From an optimization exercise on the open Yosys and OpenROAD flow, aimed at small area; shortcuts taken in it are not production practice. In this exercise RTL edits were held to simulation tests only and were not proved equivalent to the original.

== the baseline ==
## accelerate_matrix
module accelerate_matrix (
    input clk,
    input rst,
    input [31:0]wmatrix,
    input [31:0]xmatrix,
    input [31:0]bias,
    output reg [15:0]out1,
    output reg [15:0]out2,
    output reg [15:0]out3,
    output reg [15:0]out4
);
Size in the first run: about 2500 cells after synthesis, roughly 380 flip-flops, ~160 I/O pins, roughly 25000 um^2 of cells after synthesis.
==> module accelerate_matrix, before the edit <==
module accelerate_matrix (
    input clk,
    input rst,
    input [31:0]wmatrix,
    input [31:0]xmatrix,
    input [31:0]bias,
    output reg [15:0]out1,
    output reg [15:0]out2,
    output reg [15:0]out3,
    output reg [15:0]out4
);
    reg [3:0] p;
    always @(posedge clk or posedge rst) begin
        if (rst)
            p <= 4'd0;
        else
            p <= (p == 4'd12) ? 4'd0 : p + 4'd1;
    end
    wire ld_w = (p >= 4'd1) && (p <= 4'd4);            
    wire ld_b = (p == 4'd1);                           
    wire ld_p = (p == 4'd1) || (p == 4'd2);            
    wire ld_q = (p == 4'd3) || (p == 4'd4);            
    wire hi   = (p >= 4'd8) && (p <= 4'd11);           
    wire mv   = (p >= 4'd7) && (p <= 4'd10);           
    reg [31:0] r0, r1, r2, r3;
    always @(posedge clk) begin
        r0 <= r1;
        r1 <= r2;
        r2 <= r3;
        r3 <= ld_w ? wmatrix : r0;
    end
    reg [7:0] s0, s1, s2, s3;
    always @(posedge clk) begin
        if (ld_b) begin
            s0 <= bias[31:24];
            s1 <= bias[23:16];
            s2 <= bias[15:8];
            s3 <= bias[7:0];
        end else begin
            s0 <= s1;
            s1 <= s2;
            s2 <= s3;
            s3 <= s0;
        end
    end
    reg [31:0] xp0, xp1, xq0, xq1;
    reg [14:0] e0, e1, e2, o0, o1, o2;
    always @(posedge clk) begin
        xp0[29:0] <= mv ? {o2, e2} : xp1[29:0];
        xp0[31:30] <= xp1[31:30];
        xp1 <= ld_p ? xmatrix : xp0;
        xq0 <= xq1;
        xq1 <= ld_q ? xmatrix : xq0;
    end
    wire [31:0] xa = hi ? xq1 : xp1;
    wire [31:0] xb = hi ? xq0 : xp0;
    wire [14:0] ya, yb;
    dot_unit ua (.w(r1), .x(xa), .b(s2), .y(ya));
    dot_unit ub (.w(r1), .x(xb), .b(s2), .y(yb));
    wire ev = ~p[0];
    always @(posedge clk) begin
        e0 <= ev ? ya : yb; e1 <= e0; e2 <= e1;
        o0 <= ev ? yb : ya; o1 <= o0; o2 <= o1;
    end
    always @(*) begin
        out1 = {1'b0, xp1[14:0]};
        out2 = {1'b0, xp1[29:15]};
        out3 = {1'b0, e0};
        out4 = {1'b0, o0};
    end
endmodule
==> flow/config.mk <==
export PLATFORM = sky130hd
export DESIGN_NAME = accelerate_matrix
export DESIGN_NICKNAME = accelerate_matrix
export VERILOG_FILES = /design/flow/design.v
export SDC_FILE = /design/flow/constraint.sdc
export NUM_CORES = 4
export LEC_CHECK = 0
export ABC_AREA = 1
export CAP_MARGIN = 20
export CORE_MARGIN = 2
export CORE_UTILIZATION = 60
export CTS_BUF_LIST = sky130_fd_sc_hd__clkbuf_16
export CTS_CLUSTER_DIAMETER = 80
export CTS_CLUSTER_SIZE = 30
export GPL_TIMING_DRIVEN = 0
export PLACE_DENSITY = 0.75
export SLEW_MARGIN = 20
export SYNTH_HIERARCHICAL = 1
export SYNTH_MINIMUM_KEEP_SIZE = 0
==> flow/constraint.sdc <==
create_clock -name core_clock -period 10.0 [get_ports {clk}]
set_input_delay 2.0000 -clock core_clock [delete_from_list [all_inputs] [get_ports {clk}]]
set_output_delay 2.0000 -clock core_clock [all_outputs]
set_load 0.01 [all_outputs]
standard.sh (not shown) runs the stock make flow with config.mk's settings and CLKGATE_MAP_FILE= SYNTH_SCRIPT=/design/flow/synth_recipe.tcl, a recipe that flattens the netlist after the stock synthesis.
==> flow/flow/run.sh <==
#!/bin/bash
# The standard layout (standard.sh: the ORFS flow and synthesis, unchanged),
# with changes that only affect buffering and sizing:
#  - the port buffers are the smallest buffer cell instead of clkdlybuf4s50_1
#    (every port still gets its own buffer);
#  - the buffers Yosys/ABC put in are removed at floorplan, as the
#    timing-driven placement would otherwise do;
#  - clock tree synthesis gets the same settings as config.mk gives it, and
#    inserts no dummy loads.
set -euo pipefail
export BUFFER_PORTS_ARGS="-buffer_cell sky130_fd_sc_hd__buf_1"
export REMOVE_ABC_BUFFERS=1
export CTS_ARGS="-sink_clustering_enable -repair_clock_nets -sink_clustering_size 30 -sink_clustering_max_diameter 80 -buf_list sky130_fd_sc_hd__clkbuf_16 -dont_use_dummy_load"
bash standard.sh finish > standard_flow.log 2>&1
The baseline went all the way through the flow, and no timing, DRC or antenna check failed.
> inputs changed (the baseline -> the candidate)
--- a/flow/design.v
+++ b/flow/design.v
@@ -18,13 +18,12 @@
             p <= (p == 4'd12) ? 4'd0 : p + 4'd1;
     end
     wire ld_w = (p >= 4'd1) && (p <= 4'd4);            
     wire ld_b = (p == 4'd1);                           
     wire ld_p = (p == 4'd1) || (p == 4'd2);            
     wire ld_q = (p == 4'd3) || (p == 4'd4);            
-    wire hi   = (p >= 4'd8) && (p <= 4'd11);           
     wire mv   = (p >= 4'd7) && (p <= 4'd10);           
     reg [31:0] r0, r1, r2, r3;
     always @(posedge clk) begin
         r0 <= r1;
         r1 <= r2;
         r2 <= r3;
@@ -50,12 +49,15 @@
         xp0[29:0] <= mv ? {o2, e2} : xp1[29:0];
         xp0[31:30] <= xp1[31:30];
         xp1 <= ld_p ? xmatrix : xp0;
         xq0 <= xq1;
         xq1 <= ld_q ? xmatrix : xq0;
     end
+    reg hi;
+    always @(posedge clk)
+        hi <= (p >= 4'd7) && (p <= 4'd10);
     wire [31:0] xa = hi ? xq1 : xp1;
     wire [31:0] xb = hi ? xq0 : xp0;
     wire [14:0] ya, yb;
     dot_unit ua (.w(r1), .x(xa), .b(s2), .y(ya));
     dot_unit ub (.w(r1), .x(xb), .b(s2), .y(yb));
     wire ev = ~p[0];
--- outcome ---
Taking the baseline as the reference, in the candidate cell depth of the worst setup path now sits lower; peak fanout along the critical path now sits lower; fraction of area in registers now sits higher. Non-clock buffer share of cell area essentially unchanged between the baseline and the candidate. | maximum clock skew at final layout | the candidate vs the baseline | 0.0069 ns higher |. Cmp the baseline and the candidate / routed wirelength normalized by instance count / lower: the candidate. Compared with the baseline, in the candidate clock latency of the later-clocked register in the worst-skew pair about even; maximum number of pins on one net before global-route repair fell 26; worst hold slack fell 0.0062 ns.

==> afterwards: timing with drivers on the ports <==
How much do the figures lean on ideal ports? The routed layouts below were timed once more, with nothing changed but the port constraints. Step 1, drivers: a clkbuf_16 drives clk and a buf_2 each remaining input, both assumed. Step 2 times the ports against the registers' clock, not the clock port: input delays grow and output delays shrink by t, the midpoint of the rising clock arrivals with the driver on. a / b / c = no drivers / after step 1 / after step 2; a / b = the first two.
run	t (ns)	setup slack, ns	hold WS [ns]
the baseline	0.597	0.204 / 0.204 / 0.204	0.293 / 0.293 / 0.293
the candidate	0.583	0.278 / 0.278 / 0.278	0.287 / 0.287 / 0.287
After both steps every run listed still meets setup and hold.
